This design comes from an exercise in tuning for small area and a short achievable clock period on the open sky130 flow, not from production work. No activity file was given, so power comes from the tool's default toggle rates.

## old
## FPU_top
module FPU_top  #(
    parameter NUM_OP    = 1
)(
    input logic                 i_clk           ,
    input logic                 i_rst_n         ,
    input logic [NUM_OP-1:0]    i_add_sub       ,
    input logic [31:0]          i_32_a          ,
    input logic [31:0]          i_32_b          ,
    output logic [31:0]         o_32_s          ,
    output logic                o_ov_flag       ,
    output logic                o_un_flag
);
Size in the first run: about 2300 cells after synthesis, ~110 flip-flops, roughly 100 I/O pins, ~13000 µm² of cells after synthesis.
export LEC_CHECK = 0
export ABC_AREA = 1
export CAP_MARGIN = 20
export CORE_MARGIN = 2
export CORE_UTILIZATION = 40
export PLACE_DENSITY = 0.6
export SLEW_MARGIN = 20
create_clock -name core_clock -period 15.0 [get_ports {i_clk}]
standard.sh (not shown) runs the stock make flow with config.mk's settings and CLKGATE_MAP_FILE= SYNTH_SCRIPT=/design/flow/synth_recipe.tcl, a recipe that flattens the netlist after the stock synthesis.
==> flow/flow/run.sh <==
#!/bin/bash
set -euo pipefail
bash standard.sh SETUP_SLACK_MARGIN=9.8 "BUFFER_PORTS_ARGS=-buffer_cell sky130_fd_sc_hd__buf_2" finish > standard_flow.log 2>&1
Inputs modified between old and new:
--- a/flow/design.v
+++ b/flow/design.v
@@ -754,32 +754,33 @@
     .i_man_a            ({1'b1, w_fa}),
     .i_sign_b           (w_sb),
     .i_exp_b            (w_eb),
     .i_man_b            ({1'b1, w_fb}),
     .o_sel_exp          (w_sel_exp),
     .o_sel_man          (w_sel_man)
 );
 logic [22:0] r_big, r_small;
 logic [4:0]  r_shamt;
 logic [7:0]  r_emax;
-logic        r_sign, r_eff_sub, r_swap2, r_near, r_sh0n, r_sel_exp;
+logic        r_sign, r_eff_sub, r_swap2, r_near, r_sh0n, r_sh0, r_sel_exp;
 logic [1:0]  r_sel_man;
 always_ff @( posedge i_clk ) begin
     r_big       <= w_big;
     r_small     <= w_small;
     r_shamt     <= w_shamt;
     r_emax      <= w_emax;
     r_sign      <= w_sign;
     r_eff_sub   <= w_eff_sub;
     r_swap2     <= w_swap2;
     r_near      <= w_near;
     r_sh0n      <= ~w_shamt[0];
+    r_sh0       <= w_shamt[0];
     r_sel_exp   <= w_sel_exp;
     r_sel_man   <= w_sel_man;
 end
 logic [27:0] w_A, w_Bf;
 logic [27:0] w_sh [5:0];
 logic [27:0] w_Rf, w_Nf;
 logic        w_coutf, w_ovf, w_zerof, w_rndf, w_rnd_ovf;
 logic [7:0]  w_expf;
 assign w_A = {1'b1, r_big, 4'b0};
 assign w_sh[0] = {1'b1, r_small, 4'b0} ^ {28{r_eff_sub}};
@@ -798,21 +799,22 @@
 always_comb begin
     if (w_zerof)                  w_expf = 8'h00;
     else if (w_ovf | w_rnd_ovf)   w_expf = r_emax + 8'd1;
     else if (w_Rf[27])            w_expf = r_emax;
     else                          w_expf = r_emax - 8'd1;
 end
 logic [27:0] w_Bn, w_Sn, w_Rn, w_Nn;
 logic [4:0]  w_lz;
 logic        w_zeron;
 logic [7:0]  w_expn;
-assign w_Bn = r_sh0n ? {1'b1, r_small, 4'b0} : {1'b0, 1'b1, r_small, 3'b0};
+assign w_Bn[27:14] = r_sh0n ? {1'b1, r_small[22:10]} : {1'b0, 1'b1, r_small[22:11]};
+assign w_Bn[13:0]  = r_sh0  ? {r_small[10:0], 3'b0} : {r_small[9:0], 4'b0};
 assign w_Sn = w_A + ~w_Bn + {27'd0, ~r_swap2};
 assign w_Rn = w_Sn ^ {28{r_swap2}};
 logic [31:0] w_lzd_in;
 assign w_lzd_in = {w_Rn[27:4], 8'hFF};
 logic [15:0] w_v1;  logic [15:0] w_p1;
 logic [7:0]  w_v2;  logic [1:0]  w_p2 [7:0];
 logic [3:0]  w_v3;  logic [2:0]  w_p3 [3:0];
 logic [1:0]  w_v4;  logic [3:0]  w_p4 [1:0];
 generate
     for (gi = 0; gi < 16; gi++) begin : GEN_LZ1
@@ -898,15 +900,13 @@
         localparam int B = (gi / 8) * 8;
         logic w_cb;
         if (gi < 8)       assign w_cb = q_rnd;
         else if (gi < 16) assign w_cb = q_c8;
         else              assign w_cb = q_c16;
         if (gi == B) assign w_inc[gi] = w_cb;
         else         assign w_inc[gi] = w_cb & (&q_man[gi-1:B]);
     end
 endgenerate
 logic [7:0] w_exp_out;
-logic [5:0] w_elo;
-assign w_elo     = {1'b0, q_exp[4:0]} - {1'b0, q_lz};
-assign w_exp_out = {w_elo[5] ? q_exp[7:5] - 3'd1 : q_exp[7:5], w_elo[4:0]};
+assign w_exp_out = q_exp - {3'b0, q_lz};
 assign o_32_s = {q_sign, w_exp_out, q_man ^ w_inc};
 endmodule
==> run summary <==
Count of flip-flops with a built-in enable after synthesis across new and old: no real change.
new against old; overall power of the completed layout is up slightly.
new has sequential-to-total area share from yosys stat above what old had.
In new, the post-detailed-routing wire length came out about 0.8% below the value in old.
Per the comparison of new with old, global routing usage on met3 saw an increase, clock skew saw little to no change, worst path buffer plus inverter count saw a decrease, wire length of the first global-routing pass saw a decrease.
Transition time of the tightest slew-check pin: new and old compared, lower one is new
In terms of clock latency reported for the late side of the worst-skew pair, new and old differ only marginally.
Portion of netlist area occupied by mux cells across new and old: no real change.
Setup slack of the worst register-to-register path in new is 0.04 ns below old.
Diff old -> new | relative contribution of combinational cells to total power | decrease of 0.3 points
Between old and new, the flow reports cell-internal power increasing slightly.
No functional check of the RTL was part of any run of this note.

==> static timing again, ports no longer ideal <==
No port has a modelled driver above. Below, the same layouts with a new extraction and two added sets of constraints. Step 1 (the two cells are an assumption about what drives the block):
set clk [get_ports {i_clk}]
set_driving_cell -lib_cell sky130_fd_sc_hd__clkbuf_16 $clk
set_driving_cell -lib_cell sky130_fd_sc_hd__buf_2 [delete_from_list [all_inputs] $clk]
Step 2 also shifts input and output timing later by t, the mid clock arrival at the registers, as if the neighbouring blocks saw the same clock. Slacks: ideal ports / drivers / drivers and shift; pairs: ideal ports / drivers.
run | t, ns | slack for setup (ns) | hold WS [ns] | worst register clock-pin slew, ns | pins driven straight from the clock port
old | 0.420 | 9.976 / 9.926 / 9.645 | 0.377 / 0.377 / 0.377 | 0.08 / 0.08 | 1
new | 0.417 | 9.897 / 9.848 / 9.586 | 0.361 / 0.361 / 0.361 | 0.08 / 0.08 | 1
After both steps every run listed still meets setup and hold. The setup slack of old, which loses most, moves by -0.050 ns with the drivers and by -0.331 ns with both steps.
